This design comes from an exercise in tuning for small area and a short achievable clock period on the open sky130 flow, not from production work.
Where RTL was checked, it was by simulation tests only, not by an equivalence proof against the original.
No activity file was given, so power comes from the tool's default toggle rates.

== build 12 ==
Design FPadd, start of the top module:
module FPadd (
    input         ADD_SUB,
    input  [31:0] FP_A,
    input  [31:0] FP_B,
    input         clk,
    output reg [31:0] FP_Z
);
For scale: ~1400 cells after synthesis, roughly 280 flip-flops, ~98 I/O pins, ~14000 um^2 of cells after synthesis.
clock: 7.0 ns
lec_check: 0
cap_margin: 20
core_margin: 2
core_utilization: 40
cts_buf_list: sky130_fd_sc_hd__clkbuf_8
setup_slack_margin: 4.3
slew_margin: 20
standard.sh (not shown) runs the stock make flow with config.mk's settings and CLKGATE_MAP_FILE= SYNTH_SCRIPT=/design/flow/synth_recipe.tcl, a recipe that flattens the netlist after the stock synthesis.
==> flow/flow/run.sh <==
#!/bin/bash
# The standard layout (standard.sh: the standard ORFS synthesis through
# finish, unchanged) with two differences in how the layout is made:
#  - the buffers that global placement puts on every input and output port
#    are buf_2 cells instead of the default pick (clkdlybuf4s50_1, a slow
#    clock-delay cell);
#  - clock tree synthesis inserts no dummy loads.
set -euo pipefail
cd "$(dirname "$0")/.."
export BUFFER_PORTS_ARGS="-buffer_cell sky130_fd_sc_hd__buf_2"
export CTS_ARGS="-sink_clustering_enable -repair_clock_nets -dont_use_dummy_load -buf_list sky130_fd_sc_hd__clkbuf_8 -sink_clustering_size 20 -sink_clustering_max_diameter 80"
bash standard.sh > standard.log 2>&1
#### Input delta (build 43 over build 12)
- an added ABC_AREA of 1
- a change of SETUP_SLACK_MARGIN from 4.3 to 4.45
diff --git a/flow/flow/run.sh b/flow/flow/run.sh
--- a/flow/flow/run.sh
+++ b/flow/flow/run.sh
@@ -7 +7,5 @@
-#  - clock tree synthesis inserts no dummy loads.
+#  - clock tree synthesis builds the tree from clkbuf_8 cells, clusters up to
+#    16 flip-flops within 80 um on each leaf buffer, and inserts no dummy
+#    loads.
+# standard.sh's output goes to standard.log here; ORFS keeps each step's full
+# log under orfs/logs/.
@@ -11 +15 @@
-export CTS_ARGS="-sink_clustering_enable -repair_clock_nets -dont_use_dummy_load -buf_list sky130_fd_sc_hd__clkbuf_8 -sink_clustering_size 20 -sink_clustering_max_diameter 80"
+export CTS_ARGS="-sink_clustering_enable -repair_clock_nets -dont_use_dummy_load -buf_list sky130_fd_sc_hd__clkbuf_8 -sink_clustering_size 16 -sink_clustering_max_diameter 80"
Comparing build 12 and build 43, the higher detailed-route wire length on metal 1 was measured on build 43. Looking at largest clock skew in the final design, build 43 sits 0.010 ns below build 12. [build 43 vs build 12] worst setup slack after placement: higher in build 43. Looking at the reports, build 43 completed the entire flow and the layout it produced met the timing, design-rule and antenna checks. Against build 12, number of well taps in build 43 rose by a few percent. Sort build 12 and build 43 by final worst-path cycle share, ascending, and build 43 comes first. Of the two values seen for class of the most critical setup path, flip-flop to flip-flop was produced by build 12 and flip-flop to primary output by build 43. The cell area of build 43 exceeds that of build 12 by 370 um^2. Build 43 has final design utilization below what build 12 had.
> inputs changed (build 43 -> build 21)
- a deleted ABC_AREA that had been 1
- a change of SETUP_SLACK_MARGIN from 4.45 to 4.35
diff --git a/flow/flow/run.sh b/flow/flow/run.sh
--- a/flow/flow/run.sh
+++ b/flow/flow/run.sh
@@ -7,5 +7 @@
-#  - clock tree synthesis builds the tree from clkbuf_8 cells, clusters up to
-#    16 flip-flops within 80 um on each leaf buffer, and inserts no dummy
-#    loads.
-# standard.sh's output goes to standard.log here; ORFS keeps each step's full
-# log under orfs/logs/.
+#  - clock tree synthesis inserts no dummy loads.
## What came out
Per-cell via count in the routed design, build 21 and build 43: larger value in build 21
Re count of sequential standard cells: no difference whatsoever between build 43 and build 21.
Diff build 43 -> build 21 | minimum period implied by the final worst setup slack | increase of 0.27 ns
Sort build 21 and build 43 by hold slack, ascending, and build 21 comes first.
Relative to build 43, combinational power share has gone down in build 21.
Final cell count shrinks by more than 10% when moving from build 43 to build 21.
Placement-stage cell area is lower on build 21

FPadd, a different RTL version from the one above (not shown whole).
For scale: ~14000 um^2 of cells after synthesis.
export LEC_CHECK = 0
export ABC_AREA = 1
export CAP_MARGIN = 20
export CORE_MARGIN = 2
export CORE_UTILIZATION = 40
export CTS_BUF_LIST = sky130_fd_sc_hd__clkbuf_8
export SETUP_SLACK_MARGIN = 4.3
export SLEW_MARGIN = 20
create_clock -name core_clock -period 7.0 [get_ports {clk}]
==> flow/flow/run.sh <==
#!/bin/bash
# The standard layout (standard.sh: the standard ORFS synthesis through
# finish, unchanged) with two differences in how the layout is made:
#  - the buffers that global placement puts on every input and output port
#    are buf_2 cells instead of the default pick (clkdlybuf4s50_1, a slow
#    clock-delay cell);
#  - clock tree synthesis builds the tree from clkbuf_8 cells, clusters up to
#    16 flip-flops within 80 um on each leaf buffer, and inserts no dummy
#    loads.
# standard.sh's output goes to standard.log here; ORFS keeps each step's full
# log under orfs/logs/.
set -euo pipefail
cd "$(dirname "$0")/.."
export BUFFER_PORTS_ARGS="-buffer_cell sky130_fd_sc_hd__buf_2"
export CTS_ARGS="-sink_clustering_enable -repair_clock_nets -dont_use_dummy_load -buf_list sky130_fd_sc_hd__clkbuf_8 -sink_clustering_size 16 -sink_clustering_max_diameter 80"
bash standard.sh > standard.log 2>&1
Next try:
--- a/flow/flow/run.sh
+++ b/flow/flow/run.sh
@@ -7,5 +7 @@
-#  - clock tree synthesis builds the tree from clkbuf_8 cells, clusters up to
-#    16 flip-flops within 80 um on each leaf buffer, and inserts no dummy
-#    loads.
-# standard.sh's output goes to standard.log here; ORFS keeps each step's full
-# log under orfs/logs/.
+#  - clock tree synthesis inserts no dummy loads.
--- a/flow/config.mk
+++ b/flow/config.mk
@@ -8 +7,0 @@
-export ABC_AREA = 1
@@ -13 +12 @@
-export SETUP_SLACK_MARGIN = 4.3
+export SETUP_SLACK_MARGIN = 4.2
What happened: Non-clock buffer count increases by 12; clock-buffer cell count drops by 1; fmax fell by 10%; setup slack gets worse by 0.29 ns; die area shrinks by 4.6%; design area decreases by 3.1%; register-to-register slack loses 0.26 ns; critical path depth falls by 1; worst hold slack hardly moves.
No functional check of the RTL was part of any run of this note.

afterwards: timing with drivers on the ports:
The results above use ideal ports. As a check the final layouts listed here were re-extracted and re-timed, cells and wires unchanged.
Step 1 (the two cells are an assumption about what drives the block):
set clk [get_ports {clk}]
set_driving_cell -lib_cell sky130_fd_sc_hd__clkbuf_16 $clk
set_driving_cell -lib_cell sky130_fd_sc_hd__buf_2 [delete_from_list [all_inputs] $clk]
Step 2, shift: input delay + t, output delay - t, t = (earliest + latest rising clock arrival at the registers) / 2. This alone moves slack from input paths to output paths.
Three values: no drivers, after step 1, after step 2; two values: the first two.
| run | t (ns) | slack for setup (ns) | hold WS [ns] | latest minus earliest clock arrival (ns) | worst register clock-pin slew, ns |
|---|---|---|---|---|---|
| build 12 | 0.585 | 4.371 / 4.371 / 3.817 | 0.326 / 0.326 / 0.326 | 0.046 / 0.047 | 0.12 / 0.12 |
| build 43 | 0.625 | 4.579 / 4.530 / 4.022 | 0.333 / 0.333 / 0.333 | 0.034 / 0.034 | 0.10 / 0.10 |
| build 21 | 0.588 | 4.305 / 4.318 / 3.730 | 0.329 / 0.329 / 0.329 | 0.051 / 0.050 | 0.11 / 0.11 |
| the first run of note 2 | 0.607 | 4.524 / 4.548 / 3.940 | 0.334 / 0.334 / 0.334 | 0.023 / 0.023 | 0.10 / 0.10 |
| the second run of note 2 | 0.576 | 4.236 / 4.252 / 3.676 | 0.333 / 0.333 / 0.333 | 0.066 / 0.065 | 0.11 / 0.11 |
After both steps setup and hold are still met in every run listed. For the first run of note 2, which loses most, drivers alone change the setup slack by +0.024 ns; drivers and shift together by -0.584 ns.
